From an optimization exercise on the open Yosys and OpenROAD flow, aimed at small area; shortcuts taken in it are not production practice. In this exercise RTL edits were held to simulation tests only and were not proved equivalent to the original. Power figures rest on the tool's default switching activity, not on a simulated workload. The flow treats the clock pin as an ideal source, which a real chip does not have.

===== flow/design.v =====
module control
#(
    parameter NB_COUNTER = 2                 
)
(
    output [NB_COUNTER - 1 : 0] o_counter,   
    input                       i_rst    ,   
    input                       clk          
);
    reg [NB_COUNTER - 1 : 0] counter;        
    always @(posedge clk) begin
        if (i_rst) begin
            counter <= {NB_COUNTER{1'b0}};
        end
        else begin
            if (counter == 2'b11) begin
                counter <= 2'b00;
            end
            else begin
                counter <= counter + 1'b1;
            end
        end
    end
    assign o_counter = counter;
endmodule
module prbs9
#(
    parameter NB_REG = 9           ,   
    parameter SEED   = 9'b110101010    
)
(
    output           o_bit_i  ,        
    output           o_bit_q  ,        
    output [8 : 1]   o_past_i ,        
    output [8 : 1]   o_past_q ,        
    input            i_init   ,        
    input            i_step   ,        
    input            i_rst    ,        
    input            clk               
);
    reg [NB_REG - 1 : 0] s    ;        
    reg [3 : 0]          nstep;        
    always @(posedge clk) begin
        if (i_rst) begin
            s     <= {NB_REG{1'b0}};
            nstep <= 4'd0;
        end
        else begin
            if (~i_init)
                s <= SEED;
            else if (i_step)
                s <= {s[NB_REG - 2 : 0], s[8] ^ s[4]};
            if (i_step & ~nstep[3])
                nstep <= nstep + 1'b1;
        end
    end
    wire [8 : 1] pi, pq;
    assign pi[1] = s[0] ^ s[5];
    assign pi[2] = s[1] ^ s[6];
    assign pi[3] = s[2] ^ s[7];
    assign pi[4] = s[3] ^ s[8];
    assign pi[5] = s[4] ^ pi[1];
    assign pi[6] = s[5] ^ pi[2];
    assign pi[7] = s[6] ^ pi[3];
    assign pi[8] = s[7] ^ pi[4];
    assign pq[1] = s[6] ^ s[7];
    assign pq[2] = s[7] ^ s[8];
    assign pq[3] = s[0] ^ s[5] ^ s[8];
    assign pq[4] = s[0] ^ s[1] ^ s[5] ^ s[6];
    assign pq[5] = s[1] ^ s[2] ^ s[6] ^ s[7];
    assign pq[6] = s[2] ^ s[3] ^ s[7] ^ s[8];
    assign pq[7] = s[0] ^ s[3] ^ s[4] ^ s[5] ^ s[8];
    assign pq[8] = s[0] ^ s[1] ^ s[4] ^ s[6];
    genvar k;
    generate
        for (k = 1; k <= 8; k = k + 1) begin : g_past
            assign o_past_i[k] = (nstep >= k) & pi[k];
            assign o_past_q[k] = (nstep >= k) & pq[k];
        end
    endgenerate
    assign o_bit_i = s[8];
    assign o_bit_q = s[5] ^ s[6];
endmodule
module fir_filter
#(
    parameter NB_OUTPUT = 12
)
(
    output signed [NB_OUTPUT - 1 : 0] o_data ,
    input                             i_valid,    
    input         [1 : 0]             i_phase,    
    input         [1 : 0]             i_back ,    
    input         [8 : 1]             i_past      
);
    reg  [4 : 0] sym;
    integer j;
    always @(*) begin
        for (j = 0; j < 5; j = j + 1)
            sym[j] = i_past[j + 1 + i_back];
    end
    wire [NB_OUTPUT - 1 : 0] rom;
    fir_rom u_rom (.p(i_phase), .g(sym), .o(rom));
    assign o_data = i_valid ? rom : {NB_OUTPUT{1'b0}};
endmodule
module fir_rom(input [1:0] p, input [4:0] g, output [11:0] o);
  wire new_n20, new_n21, new_n23, new_n24, new_n25, new_n26, new_n27, new_n28, new_n29, new_n30, new_n31, new_n32, new_n33, new_n34, new_n35, new_n37, new_n38, new_n39, new_n40, new_n41, new_n42, new_n43, new_n44, new_n45, new_n46, new_n47, new_n48, new_n49, new_n50, new_n51, new_n52, new_n53, new_n54, new_n55, new_n56, new_n57, new_n58, new_n60, new_n61, new_n62, new_n63, new_n64, new_n65, new_n66, new_n67, new_n68, new_n69, new_n70, new_n71, new_n72, new_n73, new_n74, new_n75, new_n77, new_n78, new_n80, new_n81, new_n82, new_n83, new_n84, new_n85, new_n86, new_n87, new_n88, new_n89, new_n90, new_n91, new_n92, new_n93, new_n94, new_n95, new_n97, new_n98, new_n99, new_n100, new_n101, new_n102, new_n103, new_n104, new_n105, new_n106, new_n107, new_n108, new_n109, new_n110, new_n111, new_n112, new_n113, new_n114, new_n115, new_n116, new_n117, new_n118, new_n119, new_n121, new_n122, new_n123, new_n124, new_n125, new_n126, new_n127, new_n128, new_n129, new_n130, new_n131, new_n132, new_n133, new_n134, new_n135, new_n137, new_n138, new_n139, new_n140, new_n141, new_n142, new_n143, new_n144, new_n147, new_n148, new_n149, new_n150, new_n151, new_n152, new_n153, new_n155;
  assign new_n20 = p[0]& ~p[1];
  assign new_n21 = ~p[0]& p[1];
  assign o[0]= new_n20 | new_n21;
  assign new_n23 = ~g[1]& ~g[4];
  assign new_n24 = g[1]& g[4];
  assign new_n25 = ~p[0]& ~new_n24;
  assign new_n26 = ~p[1]& g[1];
  assign new_n27 = p[0]& g[4];
  assign new_n28 = p[1]& new_n27;
  assign new_n29 = ~new_n26 & ~new_n28;
  assign new_n30 = p[0]& ~new_n29;
  assign new_n31 = ~new_n25 & ~new_n30;
  assign new_n32 = ~new_n23 & ~new_n31;
  assign new_n33 = p[1]& g[0];
  assign new_n34 = new_n32 & ~new_n33;
  assign new_n35 = ~new_n32 & new_n33;
  assign o[1]= ~new_n34 & ~new_n35;
  assign new_n37 = g[2]& g[3];
  assign new_n38 = ~g[2]& ~g[3];
  assign new_n39 = ~new_n37 & ~new_n38;
  assign new_n40 = ~p[0]& ~p[1];
  assign new_n41 = new_n39 & ~new_n40;
  assign new_n42 = p[1]& g[2];
  assign new_n43 = p[0]& p[1];
  assign new_n44 = g[3]& ~new_n43;
  assign new_n45 = ~new_n42 & ~new_n44;
  assign new_n46 = ~new_n23 & ~new_n24;
  assign new_n47 = ~p[0]& new_n39;
  assign new_n48 = p[1]& ~g[0];
  assign new_n49 = new_n47 & new_n48;
  assign new_n50 = ~new_n40 & ~new_n49;
  assign new_n51 = ~new_n45 & new_n50;
  assign new_n52 = new_n46 & new_n51;
  assign new_n53 = ~new_n23 & ~new_n52;
  assign new_n54 = new_n21 & new_n37;
  assign new_n55 = g[4]& new_n40;
  assign new_n56 = new_n29 & ~new_n55;
  assign new_n57 = ~new_n54 & new_n56;
  assign new_n58 = new_n53 & new_n57;
  assign o[11]= ~new_n45 & ~new_n58;
  assign new_n60 = new_n41 & o[11];
  assign new_n61 = new_n21 & ~new_n60;
  assign new_n62 = new_n33 & new_n46;
  assign new_n63 = ~new_n61 & new_n62;
  assign new_n64 = new_n24 & new_n47;
  assign new_n65 = p[1]& ~new_n64;
  assign new_n66 = ~p[1]& ~new_n27;
  assign new_n67 = ~new_n65 & ~new_n66;
  assign new_n68 = ~g[1]& new_n48;
  assign new_n69 = p[0]& ~new_n68;
  assign new_n70 = new_n23 & ~new_n41;
  assign new_n71 = ~new_n47 & new_n48;
  assign new_n72 = ~new_n24 & new_n71;
  assign new_n73 = ~new_n70 & ~new_n72;
  assign new_n74 = ~new_n69 & ~new_n73;
  assign new_n75 = ~new_n67 & ~new_n74;
  assign o[2]= new_n63 | ~new_n75;
  assign new_n77 = ~new_n46 & ~new_n55;
  assign new_n78 = ~new_n51 & new_n77;
  assign o[8]= new_n52 | new_n78;
  assign new_n80 = ~new_n39 & ~o[8];
  assign new_n81 = new_n61 & ~new_n80;
  assign new_n82 = g[0]& ~g[1];
  assign new_n83 = ~g[4]& ~new_n82;
  assign new_n84 = ~new_n39 & ~new_n83;
  assign new_n85 = new_n39 & new_n83;
  assign new_n86 = p[0]& ~new_n85;
  assign new_n87 = ~new_n84 & new_n86;
  assign new_n88 = ~new_n81 & ~new_n87;
  assign new_n89 = ~g[0]& g[1];
  assign new_n90 = ~new_n82 & ~new_n89;
  assign new_n91 = p[0]& new_n90;
  assign new_n92 = ~p[1]& ~new_n23;
  assign new_n93 = ~new_n91 & new_n92;
  assign new_n94 = ~new_n88 & ~new_n93;
  assign new_n95 = new_n88 & new_n93;
  assign o[3]= ~new_n94 & ~new_n95;
  assign new_n97 = ~g[0]& ~new_n38;
  assign new_n98 = g[0]& ~g[3];
  assign new_n99 = ~new_n97 & ~new_n98;
  assign new_n100 = new_n27 & new_n99;
  assign new_n101 = g[0]& ~new_n23;
  assign new_n102 = new_n39 & ~new_n101;
  assign new_n103 = ~g[3]& ~new_n23;
  assign new_n104 = new_n25 & ~new_n103;
  assign new_n105 = p[0]& ~g[4];
  assign new_n106 = ~new_n99 & new_n105;
  assign new_n107 = ~new_n104 & ~new_n106;
  assign new_n108 = ~new_n39 & new_n107;
  assign new_n109 = ~new_n102 & ~new_n108;
  assign new_n110 = ~new_n100 & ~new_n109;
  assign new_n111 = new_n65 & new_n110;
  assign new_n112 = new_n23 & new_n40;
  assign new_n113 = ~g[4]& ~new_n38;
  assign new_n114 = ~new_n37 & ~new_n90;
  assign new_n115 = ~new_n113 & new_n114;
  assign new_n116 = new_n90 & ~new_n110;
  assign new_n117 = ~new_n115 & ~new_n116;
  assign new_n118 = new_n20 & ~new_n117;
  assign new_n119 = ~new_n112 & ~new_n118;
  assign o[4]= new_n111 | ~new_n119;
  assign new_n121 = ~g[0]& ~new_n109;
  assign new_n122 = ~p[0]& new_n121;
  assign new_n123 = ~new_n97 & ~new_n122;
  assign new_n124 = ~new_n37 & ~new_n123;
  assign new_n125 = ~new_n38 & ~new_n110;
  assign new_n126 = ~new_n37 & new_n110;
  assign new_n127 = g[0]& ~new_n126;
  assign new_n128 = ~new_n125 & new_n127;
  assign new_n129 = g[0]& new_n109;
  assign new_n130 = new_n125 & ~new_n129;
  assign new_n131 = ~new_n128 & ~new_n130;
  assign new_n132 = ~new_n124 & new_n131;
  assign new_n133 = p[0]& new_n39;
  assign new_n134 = new_n53 & new_n133;
  assign new_n135 = ~new_n53 & ~new_n133;
  assign o[9]= new_n134 | new_n135;
  assign new_n137 = ~new_n132 & ~o[9];
  assign new_n138 = ~new_n40 & ~new_n132;
  assign new_n139 = ~p[1]& ~o[9];
  assign new_n140 = ~new_n138 & ~new_n139;
  assign new_n141 = ~new_n37 & ~o[4];
  assign new_n142 = new_n20 & ~new_n141;
  assign new_n143 = ~new_n38 & new_n142;
  assign new_n144 = ~new_n140 & ~new_n143;
  assign o[5]= ~new_n137 & ~new_n144;
  assign o[7]= ~new_n49 & new_n57;
  assign new_n147 = ~new_n133 & o[7];
  assign new_n148 = ~new_n71 & ~new_n147;
  assign new_n149 = ~g[0]& new_n57;
  assign new_n150 = ~new_n39 & ~new_n149;
  assign new_n151 = new_n110 & new_n150;
  assign new_n152 = ~new_n148 & ~new_n151;
  assign new_n153 = ~new_n20 & ~new_n152;
  assign o[6]= ~new_n143 & ~new_n153;
  assign new_n155 = ~new_n41 & new_n53;
  assign o[10]= new_n60 | new_n155;
endmodule
module downsampler
(
    output reg         o_valid ,                   
    output reg [1 : 0] o_phase ,                   
    output reg [1 : 0] o_back  ,                   
    input              i_valid ,                   
    input      [1 : 0] i_phase ,                   
    input      [1 : 0] i_select,                   
    input              i_strobe,                   
    input              i_step  ,                   
    input              i_rst   ,                   
    input              clk                         
);
    reg [2 : 0] slot [3 : 0];
    reg         step_d;                            
    wire [2 : 0] sel = slot[i_select];
    wire [1 : 0] back = {1'b0, &sel[1:0]} + {1'b0, (&i_select) & step_d} + {1'b0, i_step};
    integer ptr;
    always @(posedge clk) begin
        if (i_rst) begin
            for (ptr = 0; ptr < 4; ptr = ptr + 1)
                slot[ptr] <= 3'b000;
            step_d  <= 1'b0;
            o_valid <= 1'b0;
            o_phase <= 2'b00;
            o_back  <= 2'b00;
        end
        else begin
            slot[0] <= {i_valid, i_phase};
            for (ptr = 1; ptr < 4; ptr = ptr + 1)
                slot[ptr] <= slot[ptr - 1];
            if (i_strobe) begin
                step_d  <= i_step;
                o_valid <= sel[2];
                o_phase <= sel[1:0];
                o_back  <= back;
            end
        end
    end
endmodule
module ber_counter
#(
    parameter NB_BITS_REG = 1024,
    parameter NB_COUNT    = 9   ,
    parameter NB_ADDR_REG = 10  ,
    parameter NB_ERRORS   = 64  ,
    parameter NB_FINE     = 4                           
)
(
    output                       o_led     ,
    output     [NB_ERRORS   - 1 : 0] o_errors  ,
    output     [NB_ADDR_REG - 1 : 0] o_min_addr,
    output     [NB_COUNT    - 1 : 0] o_min_sum ,
    input                        i_data_sign,             
    input                        i_prbs_bit ,             
    input  [1 : 0]               i_cnt      ,             
    input                        i_ev       ,             
    input                        i_shift    ,             
    input                        i_hold     ,             
    input                        i_stop     ,             
    input                        i_wend     ,             
    input  [NB_ADDR_REG - 1 : 0] i_addr     ,             
    input                        i_rst      ,             
    input                        clk
);
    localparam N_FINE = 1 << NB_FINE;
    localparam N_TAP  = NB_BITS_REG >> NB_FINE;
    localparam NB_TAP = NB_ADDR_REG - NB_FINE;
    reg  [NB_BITS_REG - 1 : 0] hist    ;
    reg  [N_FINE      - 2 : 0] fine_s  ;                  
    reg  [N_FINE      - 2 : 0] fine_m  ;                  
    reg  [NB_COUNT    - 1 : 0] sum_reg ;
    reg  [NB_COUNT    - 1 : 0] min_sum ;
    reg  [NB_ADDR_REG - 1 : 0] min_addr;
    reg  [NB_ERRORS   - 1 : 0] errors  ;
    wire [N_TAP - 1 : 0] taps;
    genvar g;
    generate
        for (g = 0; g < N_TAP; g = g + 1) begin : g_tap
            assign taps[g] = hist[g << NB_FINE];
        end
    endgenerate
    wire [NB_TAP - 1 : 0] tap_sel = i_cnt[0] ? i_addr  [NB_ADDR_REG - 1 -: NB_TAP]
                                             : min_addr[NB_ADDR_REG - 1 -: NB_TAP];
    wire                  tap_s   = taps[tap_sel];
    reg                   tap_m;
    always @(posedge clk)
        tap_m <= tap_s;
    wire [N_FINE - 1 : 0] line_s = {fine_s, tap_s};
    wire [N_FINE - 1 : 0] line_m = {fine_m, tap_m};
    wire                  bit_s  = line_s[i_addr  [NB_FINE - 1 : 0]];
    wire                  bit_m  = (&min_addr) ? fine_s[N_FINE - 2]
                                               : line_m[min_addr[NB_FINE - 1 : 0]];
    wire search = i_ev & ~i_stop;
    wire upd    = search & i_wend & ((i_addr == {NB_ADDR_REG{1'b0}}) | (sum_reg < min_sum));
    reg prbs_bit_d;
    always @(posedge clk)
        prbs_bit_d <= i_prbs_bit;
    always @(posedge clk)
        hist <= ({NB_BITS_REG{i_shift}} & {hist[NB_BITS_REG - 2 : 0], prbs_bit_d}) |
                ({NB_BITS_REG{i_hold }} &  hist);
    always @(posedge clk) begin
        if (i_ev) begin
            fine_s <= {fine_s[N_FINE - 3 : 0], tap_s};
            fine_m <= {fine_m[N_FINE - 3 : 0], tap_m};
        end
    end
    always @(posedge clk) begin
        if (i_rst) begin
            sum_reg  <= {NB_COUNT{1'b0}};
            min_sum  <= {NB_COUNT{1'b0}};
            min_addr <= {NB_ADDR_REG{1'b0}};
        end
        else begin
            if (search) begin
                if (i_wend)
                    sum_reg <= {NB_COUNT{1'b0}};
                else
                    sum_reg <= sum_reg + (bit_s ^ i_data_sign);
            end
            if (upd) begin
                min_sum  <= sum_reg;
                min_addr <= i_addr;
            end
        end
    end
    wire [NB_ERRORS : 0] err_carry;
    assign err_carry[0] = i_ev & i_stop & (bit_m ^ i_data_sign);
    genvar e;
    generate
        for (e = 0; e < NB_ERRORS; e = e + 1) begin : g_err
            assign err_carry[e + 1] = err_carry[e] & errors[e];
            always @(posedge clk)
                errors[e] <= ~i_rst & (errors[e] ^ err_carry[e]);
        end
    endgenerate
    assign o_led      = (min_sum == {NB_COUNT{1'b0}});
    assign o_errors   = errors  ;
    assign o_min_addr = min_addr;
    assign o_min_sum  = min_sum ;
endmodule
module top
#(
    parameter NB_LEDS        = 4           ,
    parameter NB_SW          = 4           ,
    parameter NB_COUNTER     = 2           ,   
    parameter NB_REG         = 9           ,   
    parameter SEED_I         = 9'b110101010,   
    parameter SEED_Q         = 9'b111111110,   
    parameter NB_OUTPUT      = 12          ,   
    parameter NB_BITS_REG    = 1024        ,   
    parameter NB_COUNT       = 9           ,
    parameter NB_ADDR_REG    = 10          ,
    parameter NB_ERRORS      = 64          ,
    parameter NB_FINE        = 4               
)
(
    output [NB_LEDS - 1  : 0] o_led,
    output [NB_OUTPUT   - 1 : 0] o_tx_i      ,   
    output [NB_OUTPUT   - 1 : 0] o_tx_q      ,   
    output [NB_OUTPUT   - 1 : 0] o_rx_i      ,   
    output [NB_OUTPUT   - 1 : 0] o_rx_q      ,   
    output [NB_ERRORS   - 1 : 0] o_errors_i  ,   
    output [NB_ERRORS   - 1 : 0] o_errors_q  ,   
    output [NB_ADDR_REG - 1 : 0] o_min_addr_i,   
    output [NB_ADDR_REG - 1 : 0] o_min_addr_q,   
    output [NB_COUNT    - 1 : 0] o_min_sum_i ,   
    output [NB_COUNT    - 1 : 0] o_min_sum_q ,   
    output                       o_lock_i    ,   
    output                       o_lock_q    ,   
    input  [NB_SW   - 1  : 0] i_sw ,
    input                     i_rst,
    input                     clk
);
    wire                      rst = ~i_rst;
    wire [NB_COUNTER - 1 : 0] cnt;
    wire                      strobe = (cnt == 2'b11);
    assign o_led[NB_LEDS - 1 : 2] = {(NB_LEDS - 2){1'b0}};
    control
    #(
        .NB_COUNTER(NB_COUNTER)
    )
        u_control
        (
            .o_counter (cnt),
            .i_rst     (rst),
            .clk       (clk)
        );
    reg          init ;                  
    reg          tx_valid;               
    reg  [1 : 0] tx_phase;               
    wire         step = i_sw[0] & strobe;
    always @(posedge clk) begin
        if (rst) begin
            init     <= 1'b0;
            tx_valid <= 1'b0;
            tx_phase <= 2'b00;
        end
        else begin
            init <= 1'b1;
            if (i_sw[0]) begin
                tx_valid <= 1'b1;
                tx_phase <= cnt;
            end
        end
    end
    wire         bit_i, bit_q;
    wire [8 : 1] past_i, past_q;
    prbs9 #(.NB_REG(NB_REG), .SEED(SEED_I)) u_prbs9
        (.o_bit_i(bit_i), .o_bit_q(bit_q), .o_past_i(past_i), .o_past_q(past_q),
         .i_init(init), .i_step(step), .i_rst(rst), .clk(clk));
    wire [1 : 0] tx_back = {1'b0, &tx_phase};
    fir_filter #(.NB_OUTPUT(NB_OUTPUT)) u_fir_tx_I
        (.o_data(o_tx_i), .i_valid(tx_valid), .i_phase(tx_phase), .i_back(tx_back), .i_past(past_i));
    fir_filter #(.NB_OUTPUT(NB_OUTPUT)) u_fir_tx_Q
        (.o_data(o_tx_q), .i_valid(tx_valid), .i_phase(tx_phase), .i_back(tx_back), .i_past(past_q));
    wire         rx_valid;
    wire [1 : 0] rx_phase, rx_back;
    downsampler u_downsampler
        (
            .o_valid  (rx_valid  ),
            .o_phase  (rx_phase  ),
            .o_back   (rx_back   ),
            .i_valid  (tx_valid  ),
            .i_phase  (tx_phase  ),
            .i_select (i_sw[3:2] ),
            .i_strobe (strobe    ),
            .i_step   (step      ),
            .i_rst    (rst       ),
            .clk      (clk       )
        );
    fir_filter #(.NB_OUTPUT(NB_OUTPUT)) u_fir_rx_I
        (.o_data(o_rx_i), .i_valid(rx_valid), .i_phase(rx_phase), .i_back(rx_back), .i_past(past_i));
    fir_filter #(.NB_OUTPUT(NB_OUTPUT)) u_fir_rx_Q
        (.o_data(o_rx_q), .i_valid(rx_valid), .i_phase(rx_phase), .i_back(rx_back), .i_past(past_q));
    reg  [NB_COUNT    - 1 : 0] win_cnt ;
    reg  [NB_ADDR_REG - 1 : 0] cand    ;
    reg                        stop_cal;
    reg                        hist_shift, hist_hold;
    wire rx_ev = i_sw[1] & strobe;
    wire wend  = &win_cnt;
    always @(posedge clk) begin
        if (rst) begin
            win_cnt  <= {NB_COUNT{1'b0}};
            cand     <= {NB_ADDR_REG{1'b0}};
            stop_cal <= 1'b0;
        end
        else if (rx_ev & ~stop_cal) begin
            win_cnt <= win_cnt + 1'b1;
            if (wend) begin
                if (&cand)
                    stop_cal <= 1'b1;
                else
                    cand <= cand + 1'b1;
            end
        end
    end
    always @(posedge clk) begin
        hist_shift <=  rx_ev & ~rst;
        hist_hold  <= ~rx_ev & ~rst;
    end
    assign o_lock_i = stop_cal;
    assign o_lock_q = stop_cal;
    ber_counter
    #(
        .NB_BITS_REG (NB_BITS_REG),
        .NB_COUNT    (NB_COUNT   ),
        .NB_ADDR_REG (NB_ADDR_REG),
        .NB_ERRORS   (NB_ERRORS  ),
        .NB_FINE     (NB_FINE    )
    )
        u_ber_counter_I
        (
            .o_led       (o_led[0]            ),
            .o_errors    (o_errors_i          ),
            .o_min_addr  (o_min_addr_i        ),
            .o_min_sum   (o_min_sum_i         ),
            .i_data_sign (o_rx_i[NB_OUTPUT-1] ),
            .i_prbs_bit  (bit_i               ),
            .i_cnt       (cnt                 ),
            .i_ev        (rx_ev               ),
            .i_shift     (hist_shift          ),
            .i_hold      (hist_hold           ),
            .i_stop      (stop_cal            ),
            .i_wend      (wend                ),
            .i_addr      (cand                ),
            .i_rst       (rst                 ),
            .clk         (clk                 )
        );
    ber_counter
    #(
        .NB_BITS_REG (NB_BITS_REG),
        .NB_COUNT    (NB_COUNT   ),
        .NB_ADDR_REG (NB_ADDR_REG),
        .NB_ERRORS   (NB_ERRORS  ),
        .NB_FINE     (NB_FINE    )
    )
        u_ber_counter_Q
        (
            .o_led       (o_led[1]            ),
            .o_errors    (o_errors_q          ),
            .o_min_addr  (o_min_addr_q        ),
            .o_min_sum   (o_min_sum_q         ),
            .i_data_sign (o_rx_q[NB_OUTPUT-1] ),
            .i_prbs_bit  (bit_q               ),
            .i_cnt       (cnt                 ),
            .i_ev        (rx_ev               ),
            .i_shift     (hist_shift          ),
            .i_hold      (hist_hold           ),
            .i_stop      (stop_cal            ),
            .i_wend      (wend                ),
            .i_addr      (cand                ),
            .i_rst       (rst                 ),
            .clk         (clk                 )
        );
endmodule

===== flow/flow/run.sh =====
#!/bin/bash
# The standard layout (standard synthesis unchanged), with two changes:
# - the port buffers are the smallest buffer cell (buf_1) instead of the one
#   buffer_ports picks by default;
# - CTS inserts no dummy loads.
# make's output goes to flow_make.log; each ORFS step writes its own log
# under orfs/logs/.
set -o pipefail
bash standard.sh \
  "BUFFER_PORTS_ARGS=-buffer_cell sky130_fd_sc_hd__buf_1" \
  "CTS_ARGS=-sink_clustering_enable -repair_clock_nets -sink_clustering_size 30 -sink_clustering_max_diameter 60 -buf_list sky130_fd_sc_hd__clkbuf_16 -dont_use_dummy_load" \
  finish > flow_make.log 2>&1

===== flow/standard.sh =====
#!/bin/bash
# synth_recipe.tcl (not shown) runs the flow's synth.tcl, then flattens the netlist and writes it again
# the make line also repeats each setting of config.mk as NAME=value (left out here)
make -C /OpenROAD-flow-scripts/flow DESIGN_CONFIG=/design/flow/config.mk WORK_HOME=/design/flow/orfs CLKGATE_MAP_FILE= SYNTH_SCRIPT=/design/flow/synth_recipe.tcl "${@:-finish}"

===== flow/config.mk =====
export PLATFORM = sky130hd
export DESIGN_NAME = top
export DESIGN_NICKNAME = top
export VERILOG_FILES = /design/flow/design.v
export SDC_FILE = /design/flow/constraint.sdc
export NUM_CORES = 4
export LEC_CHECK = 0
export CAP_MARGIN = 20
export CORE_MARGIN = 2
export CORE_UTILIZATION = 75
export CTS_BUF_LIST = sky130_fd_sc_hd__clkbuf_16
export CTS_CLUSTER_DIAMETER = 60
export CTS_CLUSTER_SIZE = 30
export PLACE_DENSITY = 0.85
export SLEW_MARGIN = 20

===== flow/constraint.sdc =====
create_clock -name core_clock -period 9.0 [get_ports {clk}]
set_input_delay 1.8000 -clock core_clock [delete_from_list [all_inputs] [get_ports {clk}]]
set_output_delay 1.8000 -clock core_clock [all_outputs]
set_load 0.01 [all_outputs]

==> metrics.md, run 1 <==
| Metric | Value |
|---|---|
| Startpoint Class | `flop` |
| Most numerous cell in the Yosys netlist | `dfxtp_1` |
| Worst Path Buf+Inv | `2` |
| Clock Power Share | `between 30 and 40%` |
| Via count | `48906` |
| Post-layout util | `83.1%` |
| FF-to-FF Start | `u_prbs9.s[5]` |
| Post-route ant nets | `0` |
| Finished Layout Cells | `7630` |
| Worst EP arrival | `13.82 ns` |
| HP Start | `u_ber_counter_I.hist[139]` |
| Core Footprint | `102000 um^2` |
| Reg2reg setup slack | `-4.27 ns` |
| Final setup viols | `57` |
| Max-Cap Viols | `0` |
| Setup Skew | `between 0.07 and 0.08 ns` |
| Slew Limit Fails | `0` |
| Seq/Total Area, Yosys | `60.9%` |
| PwrDens | `190 nW/um^2` |
| Switching power | `roughly 3300 uW` |
| Delay-heaviest family, CP | `adder cells` |
| Switch share | `20.7%` |
| Most used DFF post-synth | `dfxtp_1` |
| GRT Overall Usage | `27.4%` |
| Grt ovf | `0` |
| R2R cell count | `79` |
| Vias/cell | `6.41` |
| Clock-pin slew on the worst setup and hold paths | `about 0.10 ns` |
| CTS tree | `yes` |
| Flops & latches, synth | `2325` |
| Leakage Power | `0.0329 uW` |
| CP endpoint kind | `flop` |
| Tmin final | `13.27 ns` |
| Worst endpoint required time | `around 9.6 ns` |
| Sum of negative setup slack | `-124.13 ns` |
| Crit path max-delay cell type | `xor3_2` |
| Total Power | `16100 uW` |
| RR Endpoint | `u_ber_counter_Q.errors[63]` |
| Fin worst setup slack | `-4.27 ns` |
| Largest net degree at the start of global routing | `283` |
| Async SR Flop Fraction | `0%` |
| CTS Buffer Depth | `3` |
| Syn Area/Cell | `12.4 um^2` |
| Fill cells | `between 5000 and 6000` |
| H-tree Lvls | `3` |
| Fin crit share | `147%` |
| Yosys Warn Count | `7` |
| Row cnt | `117` |
| CTS Hold Bufs | `0` |
| Library cells used by synthesis | `92` |
| Die X | `325 um` |
| Hold Path End | `u_ber_counter_I.hist[140]` |
| RSZ-0062 raised after global routing | `yes` |
| Synthesized instance count | `between 6000 and 7000` |
| Detailed router's first-iteration violation count | `4165` |
| Routed WL | `150000 um` |
| Combinational share of power | `2.6%` |
| Final Hold Fails | `0` |
| Area Overhead vs Synth | `9.56%` |
| EDFF count, synth | `60` |
| Full die area | `between 100000 and 150000 um^2` |
| CP Max Fanout | `5` |
| DRC Markers | `0` |
| Post-synth top area cell | `dfxtp_1` |
| Layout check faults | `setup timing` |
| Initial core utilization | `~76%` |
| PortBufs | `223` |
| Relative slew slack | `20.9%` |
| First-pass DRT Iterations | `5` |
| Clock Sink Count | `roughly 2300` |
| Max Fclk | `0.0754 GHz` |
| Chip Height | `325 um` |
| Vias in the first global route | `46825` |
| Mapped Area | `77400 um^2` |
| Synth top area share | `58.6%` |
| Dpl hpwl | `90500 um` |
| Crit-path max cell delay | `0.44 ns` |
| Cell Count Post-Placement | `~7500` |
| CTS buffer count | `119` |
| Flop pwr share | `64.3%` |
| Internal | `between 10000 and 15000 uW` |
| First-pass GRT wire length | `~250000 um` |
| Biggest regs | `u_ber_counter_I.hist (1009), u_ber_counter_Q.hist (1009)` |
| Top cell by count, worst path | `ha_4` |
| WL/cell | `19.7 um` |
| Outcome | `finished with violations` |
| Nets | `6458` |
| Dominant cells by area after synthesis | `dfxtp_1 59%, a22o_1 23%, ha_1 3.0%` |
| Synth top cells by count | `2265 x dfxtp_1, 2019 x a22o_1, 516 x clkbuf_1` |
| Worst VDD drop | `between 0.15 and 0.2 mV` |
| Hold Path Cell Cnt | `1` |
| Worst-margin pin slew | `1.19 ns` |
| Worst hold path class | `reg2reg` |
| Later-pin clock latency in the skew report | `0.74 ns` |
| Root buffer selected by CTS | `clkbuf_16` |
| Number of diodes | `0` |
| Layout cells sized above 1 | `a little over a tenth` |
| Initial antenna violation count | `0` |
| Crit Path Category | `reg2reg` |
| IO Pins | `226` |
| GPL Wtd Cong | `between 0.9 and 1` |
[worst max path at each step]
stage                                       to                     from  cells after the start  slack [ns]
floorplan           u_ber_counter_I.errors[63]  u_downsampler.o_back[0]                     82       -3.96
global placement    u_ber_counter_I.errors[63]         u_prbs9.nstep[1]                     80       -4.16
detailed placement  u_ber_counter_I.errors[63]         u_prbs9.nstep[1]                     80       -4.40
CTS                 u_ber_counter_I.errors[63]             u_prbs9.s[7]                     77       -4.21
global route        u_ber_counter_Q.errors[63]             u_prbs9.s[5]                     79       -4.60
finish              u_ber_counter_Q.errors[63]             u_prbs9.s[5]                     79       -4.27
[layout make-up]
| type | instances | area, um^2 | share of cell area [%] |
|---|---|---|---|
| flip-flops and latches | 2325 | 47200 | 55.6 |
| multi-input cells | 3289 | 29900 | 35.2 |
| clock buffers | 119 | 2980 | 3.51 |
| repair buffers | 451 | 2760 | 3.25 |
| well taps | 1368 | 1710 | 2.02 |
| inverters | 78 | 303 | 0.357 |
[repair_timing]
item,in CTS,in global routing
resized for setup,54,51
cloned,0,0
setup buffers,4,7
hold endpoints to repair,0,0
setup endpoints to repair,59,59
pin swaps,18,10
[layer usage]
layer | wire (um) | global-route usage, %
met1 | 69700 | 39.0
met2 | 71000 | 44.7
met5 | 0 | 0
met3 | 5510 | 3.35
met4 | 4000 | 7.43
[placed cells by master, fill, tap and decap left out, drive strengths merged, types with 55 or more instances in the layout]
cell type  instances
a21oi             91
a22o            2019
and2             156
buf              450
clkbuf           120
dfxtp           2265
edfxtp            60
ha               187
inv               77
mux2i             75
mux4              55
nand2            122
nor2             158
[power groups by stage]
stage / registers [uW] / clock network [uW] / logic, uW
floorplan: 10600 / 0 / 319
global placement: 10600 / 0 / 394
detailed placement: 10600 / 0 / 397
CTS: 10400 / 5420 / 406
global route: 10400 / 5810 / 453
finish: 10400 / 5330 / 415
[cells by family after synthesis]
| group | after synthesis | synth area share [%] |
|---|---|---|
| other | 1 | 0.00484 |
| adders and majority gates | 188 | 3.05 |
| and+or+nand+nor | 589 | 3.83 |
| DFF | 2325 | 60.9 |
| muxes | 138 | 2.70 |
| buffers and inverters | 639 | 3.20 |
| AOI/OAI and AO/OA | 2296 | 25.3 |
| xor gates and xnor gates | 76 | 1.01 |
[stage by stage]
step	hold WS (ns)	worst slack [ns]	instance area (um^2)
floorplan	0.326	-3.96	79100
global placement	0.421	-4.16	81300
detailed placement	0.424	-4.40	81300
CTS	0.422	-4.21	84500
global route	0.433	-4.60	84800
finish	0.416	-4.27	84800
==> run 2, diff against run 1 <==
--- a/flow/design.v
+++ b/flow/design.v
@@ -370,10 +370,22 @@
     end
+    localparam NB_GRP = 8;
+    localparam N_GRP  = NB_ERRORS / NB_GRP;
+    reg  [N_GRP - 1 : 1] err_low1;
+    wire [N_GRP - 1 : 0] grp_en = {err_low1, 1'b1};
+    wire                 err_inc = i_ev & i_stop & (bit_m ^ i_data_sign);
     wire [NB_ERRORS : 0] err_carry;
-    assign err_carry[0] = i_ev & i_stop & (bit_m ^ i_data_sign);
-    genvar e;
+    genvar e, f;
     generate
-        for (e = 0; e < NB_ERRORS; e = e + 1) begin : g_err
-            assign err_carry[e + 1] = err_carry[e] & errors[e];
-            always @(posedge clk)
-                errors[e] <= ~i_rst & (errors[e] ^ err_carry[e]);
+        for (e = 0; e < N_GRP; e = e + 1) begin : g_grp
+            assign err_carry[NB_GRP * e] = err_inc & grp_en[e];
+            for (f = NB_GRP * e; f < NB_GRP * e + NB_GRP; f = f + 1) begin : g_bit
+                if (f < NB_GRP * e + NB_GRP - 1)
+                    assign err_carry[f + 1] = err_carry[f] & errors[f];
+                always @(posedge clk)
+                    errors[f] <= ~i_rst & (errors[f] ^ err_carry[f]);
+            end
+            if (e > 0) begin : g_low
+                always @(posedge clk)
+                    err_low1[e] <= &errors[NB_GRP * e - 1 : 0];
+            end
         end
==> run 2 against run 1 <==
Net effect: the run now finishes clean; die area rose by 1.1%; register-to-register slack improved by 6.9 ns; sequential cell count rose by 14; clock-buffer cell count is 12 higher; setup slack better by 5.8 ns; final cell count shrank 0.68%; first-iteration DRC count down 6.1%; clock skew up 0.014 ns; final area decreased by 2.8%; critical path type is now reg2out; largest cell class unchanged.
==> metrics.md, run 2 <==
| Metric | Value |
|---|---|
| First-pass DRT Iterations | `6` |
| HP Start | `u_ber_counter_I.hist[226]` |
| Post CTS Setup Buffer Count | `0` |
| Synthesized instance count | `6360` |
| CTS buffer count | `131` |
| Library cells used by synthesis | `90` |
| Leakage Power | `0.0323 uW` |
| Mapped Area | `78200 um^2` |
| Most common cell after layout, fill and taps aside | `dfxtp_1` |
| Worst EP arrival | `between 5 and 6 ns` |
| Slew Limit Fails | `0` |
| Post-CTS sizing | `0` |
| Worst Path Buf+Inv | `3` |
| Routed WL | `146000 um` |
| GRT met1 Usage | `37.7%` |
| Root buffer selected by CTS | `clkbuf_16` |
| Met2 Use GR | `41.9%` |
| First-pass GRT wire length | `239000 um` |
| Syn Area/Cell | `12.3 um^2` |
| Crit Path Category | `reg2out` |
| CP Max Fanout | `31` |
| Chip Height | `327 um` |
| EDFF count, synth | `60` |
| Flops & latches, synth | `between 2000 and 2500` |
| Max Fclk | `between 0.1 and 0.15 GHz` |
| Relative slew slack | `22.7%` |
| Post-synth top area cell | `dfxtp_1` |
| Worst-margin pin slew | `~1.2 ns` |
| Via count | `around 49000` |
| Sum of negative setup slack | `0 ns` |
| Delay-heaviest family, CP | `compound AO/OA/AOI/OAI gates` |
| IO Pins | `226` |
| H-tree Lvls | `4` |
| Crit-path max cell delay | `just over 1 ns` |
| Worst hold path class | `reg2reg` |
| Synth top area share | `between 50% and 60%` |
| Worst endpoint required time | `7.20 ns` |
| Dpl hpwl | `a little under 90000 um` |
| PwrDens | `199 nW/um^2` |
| Later-pin clock latency in the skew report | `0.74 ns` |
| Seq/Total Area, Yosys | `60.6%` |
| Most used DFF post-synth | `dfxtp_1` |
| Startpoint Class | `flop` |
| Nets | `6379` |
| GRT busiest layer | `met2` |
| Async SR Flop Fraction | `0%` |
| Tmin final | `7.45 ns` |
| Grt ovf | `0` |
| Post-route ant nets | `0` |
| Most frequent cells in the layout | `2277 x dfxtp_1, 2020 x a22o_1, 222 x buf_1` |
| GRT Overall Usage | `26.4%` |
| CTS tree | `yes` |
| PortBufs | `roughly 220` |
| Row cnt | `118` |
| CP endpoint kind | `output port` |
| Vias/cell | `~6.5` |
| Initial antenna violation count | `1` |
| Crit path launch | `u_downsampler.o_back[0]` |
| Outcome | `complete, no violations` |
| Setup Skew | `0.0881 ns` |
| Met3 Use GR | `3.57%` |
| Initial core utilization | `75.6%` |
| CTS Buffer Depth | `3` |
| Most numerous cell in the Yosys netlist | `dfxtp_1` |
| Crit-path cells | `inv_1 -> ha_1 -> o31ai_1 -> o32ai_1 -> mux4_2 -> nand2_1 -> ha_1 -> inv_1 -> a31oi_1 -> a31oi_1 -> a2bb2oi_1 -> a31oi_1 -> o211ai_1 -> a21oi_1 -> o311a_1 -> buf_1` |
| Synth top cells by count | `2279 x dfxtp_1, 2020 x a22o_1, 514 x clkbuf_1` |
| WL/cell | `19.3 um` |
| Layout cells sized above 1 | `4.41%` |
| GPL Wtd Cong | `0.895` |
| Yosys Warn Count | `7` |
| FF-to-FF Start | `u_downsampler.o_back[0]` |
| Clock Sink Count | `2339` |
| Crit path max-delay cell type | `ha_1` |
| Total Power | `16400 uW` |
| Worst VDD drop | `0.193 mV` |
| Die X | `327 um` |
| Top cell by count, worst path | `a31oi_1` |
| RSZ-0062 raised after global routing | `no` |
| Vias in the first global route | `45864` |
| CTS Hold Bufs | `0` |
| Final hold slack | `0.428 ns` |
| DRC Markers | `0` |
| Core Footprint | `103000 um^2` |
| Fill cells | `6202` |
| Area Overhead vs Synth | `5.33%` |
| Largest net degree at the start of global routing | `263` |
| Full die area | `107000 um^2` |
| Final setup viols | `0` |
| Biggest regs | `u_ber_counter_I.hist (1009), u_ber_counter_Q.hist (1009)` |
| Detailed router's first-iteration violation count | `a little under 4000` |
| Max-Cap Viols | `0` |
| Final Hold Fails | `0` |
| Fin crit share | `82.7%` |
| Clock-pin slew on the worst setup and hold paths | `around 0.1 ns` |
| Dominant cells by area after synthesis | `dfxtp_1 58%, a22o_1 23%, ha_1 2.8%` |
[run 2: routing by layer]
layer | routed length (um) | vias up
met5 | 0 | -
met4 | 4360 | 0
met3 | 5310 | 273
met2 | 67900 | 888
met1 | 68400 | 24134
li1 | - | 23586
[run 2: worst paths after layout]
kind	end	slack, ns	cells after the start
hold reg to reg	u_ber_counter_I.hist[227]	0.43	1
hold / removal	u_ber_counter_I.hist[227]	0.43	1
setup reg to reg	u_ber_counter_Q.errors[38]	2.68	23
setup / recovery	o_rx_q[5]	1.55	16
[run 2: cell type report]
cell class / count / area (um^2) / area share, %
Sequential cell: 2339 / 47400 / 57.6
Timing Repair Buffer: 271 / 1340 / 1.63
Inverter: 79 / 297 / 0.360
Antenna cell: 1 / 2.50 / 0.00304
Clock buffer: 131 / 3280 / 3.98
Multi-Input combinational cell: 3377 / 28300 / 34.4
Tap cell: 1380 / 1730 / 2.10
[run 2: report_power, final]
part	internal (uW)	leakage [uW]	switching [uW]
clock network	2590	0.00161	3030
logic	76.7	0.0118	297
registers	10400	0.0189	21.0
[run 2: per-stage QoR]
step / instance area [um^2] / setup WS, ns / util [%] / instances
after floorplan: 78200 / 2.51 / - / 6361
after global placement: 79100 / 2.28 / 76.5 / 7446
after detailed placement: 79100 / 2.39 / 76.5 / 7446
after CTS: 82400 / 1.58 / 79.6 / 7577
after global routing: 82400 / 1.20 / 79.6 / 7578
final: 82400 / 1.55 / 79.6 / 7578
[run 2: logic make-up (layout without fill, tap and decap cells)]
| logic type | Yosys count | in the layout | share of synthesized area, % |
|---|---|---|---|
| flip-flops | 2339 | 2339 | 60.6 |
| XOR/XNOR | 92 | 92 | 1.15 |
| other | 1 | 3 | 0.00479 |
| AND/OR/NAND/NOR | 683 | 683 | 4.35 |
| buffers and inverters | 645 | 481 | 3.21 |
| AO/OA/AOI/OAI | 2287 | 2287 | 25.0 |
| multiplexers | 139 | 139 | 2.86 |
| adder cells (fa/ha/maj) | 174 | 174 | 2.79 |
==> run 3, diff against run 2 <==
--- a/flow/flow/run.sh
+++ b/flow/flow/run.sh
@@ -10,3 +10,3 @@
   "BUFFER_PORTS_ARGS=-buffer_cell sky130_fd_sc_hd__buf_1" \
-  "CTS_ARGS=-sink_clustering_enable -repair_clock_nets -sink_clustering_size 30 -sink_clustering_max_diameter 60 -buf_list sky130_fd_sc_hd__clkbuf_16 -dont_use_dummy_load" \
+  "CTS_ARGS=-sink_clustering_enable -repair_clock_nets -sink_clustering_size 30 -sink_clustering_max_diameter 80 -buf_list sky130_fd_sc_hd__clkbuf_16 -dont_use_dummy_load" \
   finish > flow_make.log 2>&1
==> run 3 against run 2 <==
Net effect: maximum frequency is 0.69% higher; sequential share of layout area is 0.74 points higher; clock skew is 0.00063 ns lower; wire length is 1.5% lower; synthesized cell count stayed put; via count is 0.98% lower; worst hold slack worse by 0.036 ns; global-route usage is 0.50 points lower; sequential power hardly changed; clock power is 17% lower.
==> metrics.md, run 3 <==
| Metric | Value |
|---|---|
| CTS tree | `yes` |
| GPL Wtd Cong | `0.895` |
| IO Pins | `between 200 and 250` |
| Clock-pin slew on the worst setup and hold paths | `0.11 ns` |
| Most used DFF post-synth | `dfxtp_1` |
| Final hold slack | `around 0.4 ns` |
| Crit Path Category | `reg2out` |
| Most numerous cell in the Yosys netlist | `dfxtp_1` |
| Largest net degree at the start of global routing | `263` |
| Post-synth top area cell | `dfxtp_1` |
| CTS buffer count | `89` |
| Routed WL | `roughly 140000 um` |
| PwrDens | `190 nW/um^2` |
| Max Fclk | `0.135 GHz` |
| Seq/Total Area, Yosys | `60.6%` |
| Hold Path Cell Cnt | `1` |
| FF-to-FF Start | `u_downsampler.o_back[0]` |
| Nets | `roughly 6300` |
| Vias/cell | `6.42` |
| CP endpoint kind | `output port` |
| GRT Overall Usage | `25.9%` |
| PortBufs | `223` |
| Outcome | `complete, no violations` |
| Async SR Flop Fraction | `0%` |
| Met2 wire length | `66800 um` |
| Vias in the first global route | `45030` |
| Flop pwr share | `67.4%` |
| Mapped Area | `between 70000 and 80000 um^2` |
| Clock Power Share | `30.2%` |
| HP Start | `u_ber_counter_Q.hist[871]` |
| Combinational share of power | `under 10%` |
| Worst EP arrival | `approximately 5.6 ns` |
| Row cnt | `between 100 and 150` |
| Dpl hpwl | `just under 90000 um` |
| DRC Markers | `0` |
| R2R cell count | `23` |
| Detailed router's first-iteration violation count | `3821` |
| Grt ovf | `0` |
| Leakage Power | `0.0317 uW` |
| Total Power | `approximately 15000 uW` |
| Worst hold path class | `reg2reg` |
| DRT met1 WL | `68300 um` |
| Post-CTS sizing | `0` |
| Synth top area share | `between 50% and 60%` |
| Synth top cells by count | `2279 x dfxtp_1, 2020 x a22o_1, 514 x clkbuf_1` |
| Initial core utilization | `between 70% and 80%` |
| RR Endpoint | `u_ber_counter_Q.errors[46]` |
| Placed cell area | `79100 um^2` |
| Switch share | `about a fifth` |
| Dominant cells by area after synthesis | `dfxtp_1 58%, a22o_1 23%, ha_1 2.8%` |
| Worst-margin pin slew | `1.29 ns` |
| Sum of negative setup slack | `0 ns` |
| Final Hold Fails | `0` |
| First-pass GRT wire length | `236000 um` |
| Post-route ant nets | `0` |
| Final instance area | `81400 um^2` |
| Hold Path End | `u_ber_counter_Q.hist[872]` |
| Via count | `48401` |
| CTS Buffer Depth | `3` |
| Max layer used | `met4` |
| Relative slew slack | `14.2%` |
| Internal | `~12000 uW` |
| CTS Hold Bufs | `0` |
| RSZ-0062 raised after global routing | `no` |
| Post CTS Setup Buffer Count | `0` |
| Flops & latches, synth | `2339` |
| Most frequent cells in the layout | `2277 x dfxtp_1, 2020 x a22o_1, 222 x buf_1` |
| Biggest regs | `u_ber_counter_I.hist (1009), u_ber_counter_Q.hist (1009)` |
| Tmin final | `7.39 ns` |
| Switching power | `between 3000 and 4000 uW` |
| Library cells used by synthesis | `90` |
| First-pass DRT Iterations | `6` |
| WL/cell | `between 15 and 20 um` |
| Area Overhead vs Synth | `3.99%` |
| Die X | `327 um` |
| Later-pin clock latency in the skew report | `0.69 ns` |
| Syn Area/Cell | `12.3 um^2` |
| Met3 Wirelength | `~4700 um` |
| Max-Cap Viols | `0` |
| EDFF count, synth | `60` |
| Worst VDD drop | `0.197 mV` |
| Worst endpoint required time | `7.20 ns` |
| Clock Sink Count | `2339` |
| Initial antenna violation count | `2` |
| Reg2reg setup slack | `2.67 ns` |
| Most common cell after layout, fill and taps aside | `dfxtp_1` |
| CP Max Fanout | `31` |
| Core Footprint | `103000 um^2` |
| Root buffer selected by CTS | `clkbuf_16` |
| H-tree Lvls | `3` |
| Layout cells sized above 1 | `approximately 3.8%` |
| Full die area | `107000 um^2` |
| Setup Skew | `0.0875 ns` |
| Slew Limit Fails | `0` |
| Chip Height | `~330 um` |
| Yosys Warn Count | `7` |
| Final setup viols | `0` |
| Fin crit share | `roughly 82%` |
| Startpoint Class | `flop` |
| Synthesized instance count | `6360` |
==> run 3: cell counts after synthesis <==
No cell type changed its count.
==> run 3: layout make-up <==
cell class	count	area [um^2]
multi-input combinational	3377	28300
antenna	1	2.50
tap	1380	1730
clock buffer	89	2230
fill	6389	22100
timing repair buffer	271	1340
sequential	2339	47400
inverter	79	297
==> run 3: worst max-delay path: stages (launching register included) <==
cell and delay (ns):
dfxtp_1 0.34, inv_1 0.22, ha_1 1.03, o31ai_1 0.17, o32ai_1 0.25, mux4_2 0.34, nand2_1 0.15, ha_1 0.37
inv_1 0.21, a31oi_1 0.10, a31oi_1 0.35, a2bb2oi_1 0.27, a31oi_1 0.14, o211ai_1 0.31, a21oi_1 0.12, o311a_1 0.36
buf_1 0.19
==> run 3: power groups by stage <==
| stage | clock, uW | combinational (uW) | sequential, uW |
|---|---|---|---|
| 5_1_grt | 5110 | 412 | 10400 |
| 3_3_place_gp | 0 | 367 | 10700 |
| 4_1_cts | 4770 | 371 | 10400 |
| 3_5_place_dp | 0 | 370 | 10700 |
| 2_1_floorplan | 0 | 322 | 10600 |
| 6_report | 4670 | 374 | 10400 |
==> run 3: kinds of logic (layout without fill, tap and decap cells) <==
| kind of cell | count (synthesis) | count (layout) | share of synthesized area, % |
|---|---|---|---|
| buffers and inverters | 645 | 439 | 3.21 |
| AND/OR/NAND/NOR | 683 | 683 | 4.35 |
| XOR/XNOR | 92 | 92 | 1.15 |
| flip-flops | 2339 | 2339 | 60.6 |
| adder cells (fa/ha/maj) | 174 | 174 | 2.79 |
| multiplexers | 139 | 139 | 2.86 |
| AO/OA/AOI/OAI | 2287 | 2287 | 25.0 |
| other | 1 | 3 | 0.00479 |
==> run 3: layer usage <==
| metal | track usage (%) | up-vias |
|---|---|---|
| li1 | - | 23490 |
| met1 | 38.0 | 23881 |
| met2 | 41.2 | 803 |
| met3 | 2.91 | 227 |
| met4 | 7.08 | 0 |
| met5 | 0 | - |
==> run 3: worst max path at each step <==
stage | from | depth (start not counted) | end | slack [ns]
global placement | u_downsampler.o_back[0] | 16 | o_rx_q[5] | 2.28
detailed placement | u_downsampler.o_back[0] | 16 | o_rx_q[5] | 2.39
global route | u_downsampler.o_back[0] | 16 | o_rx_i[5] | 1.22
finish | u_downsampler.o_back[0] | 16 | o_rx_q[5] | 1.61
floorplan | u_downsampler.o_back[0] | 21 | o_rx_q[5] | 2.51
CTS | u_downsampler.o_back[0] | 16 | o_rx_q[5] | 1.61
==> run 3: through the flow <==
stage	utilization, %	setup slack, ns	instances
after floorplan	-	2.51	6361
after global placement	76.5	2.28	7446
after detailed placement	76.5	2.39	7446
after CTS	78.6	1.61	7535
after global routing	78.6	1.22	7536
final	78.6	1.61	7536

## separate check: timing with driven ports
How much do the figures lean on ideal ports? The routed layouts below were timed once more, with nothing changed but the port constraints.
Step 1 (the two cells are an assumption about what drives the block):
set clk [get_ports {clk}]
set_driving_cell -lib_cell sky130_fd_sc_hd__clkbuf_16 $clk
set_driving_cell -lib_cell sky130_fd_sc_hd__buf_2 [delete_from_list [all_inputs] $clk]
Step 2 adds t to the input delays and takes it off the output delays; t is the mean of the earliest and latest rising clock arrival at the registers after step 1. Input paths then give back, and output paths get back, about the clock's delay inside the block.
a / b / c = ideal ports / drivers / drivers and shift; a / b = the first two.
run | shift t [ns] | setup slack, ns | worst hold slack (ns)
run 1 | 0.779 | -4.267 / -4.267 / -4.267 | 0.416 / 0.416 / 0.416
run 2 | 0.782 | 1.554 / 1.481 / 2.263 | 0.428 / 0.428 / 0.428
run 3 | 0.729 | 1.605 / 1.533 / 2.262 | 0.392 / 0.392 / 0.392
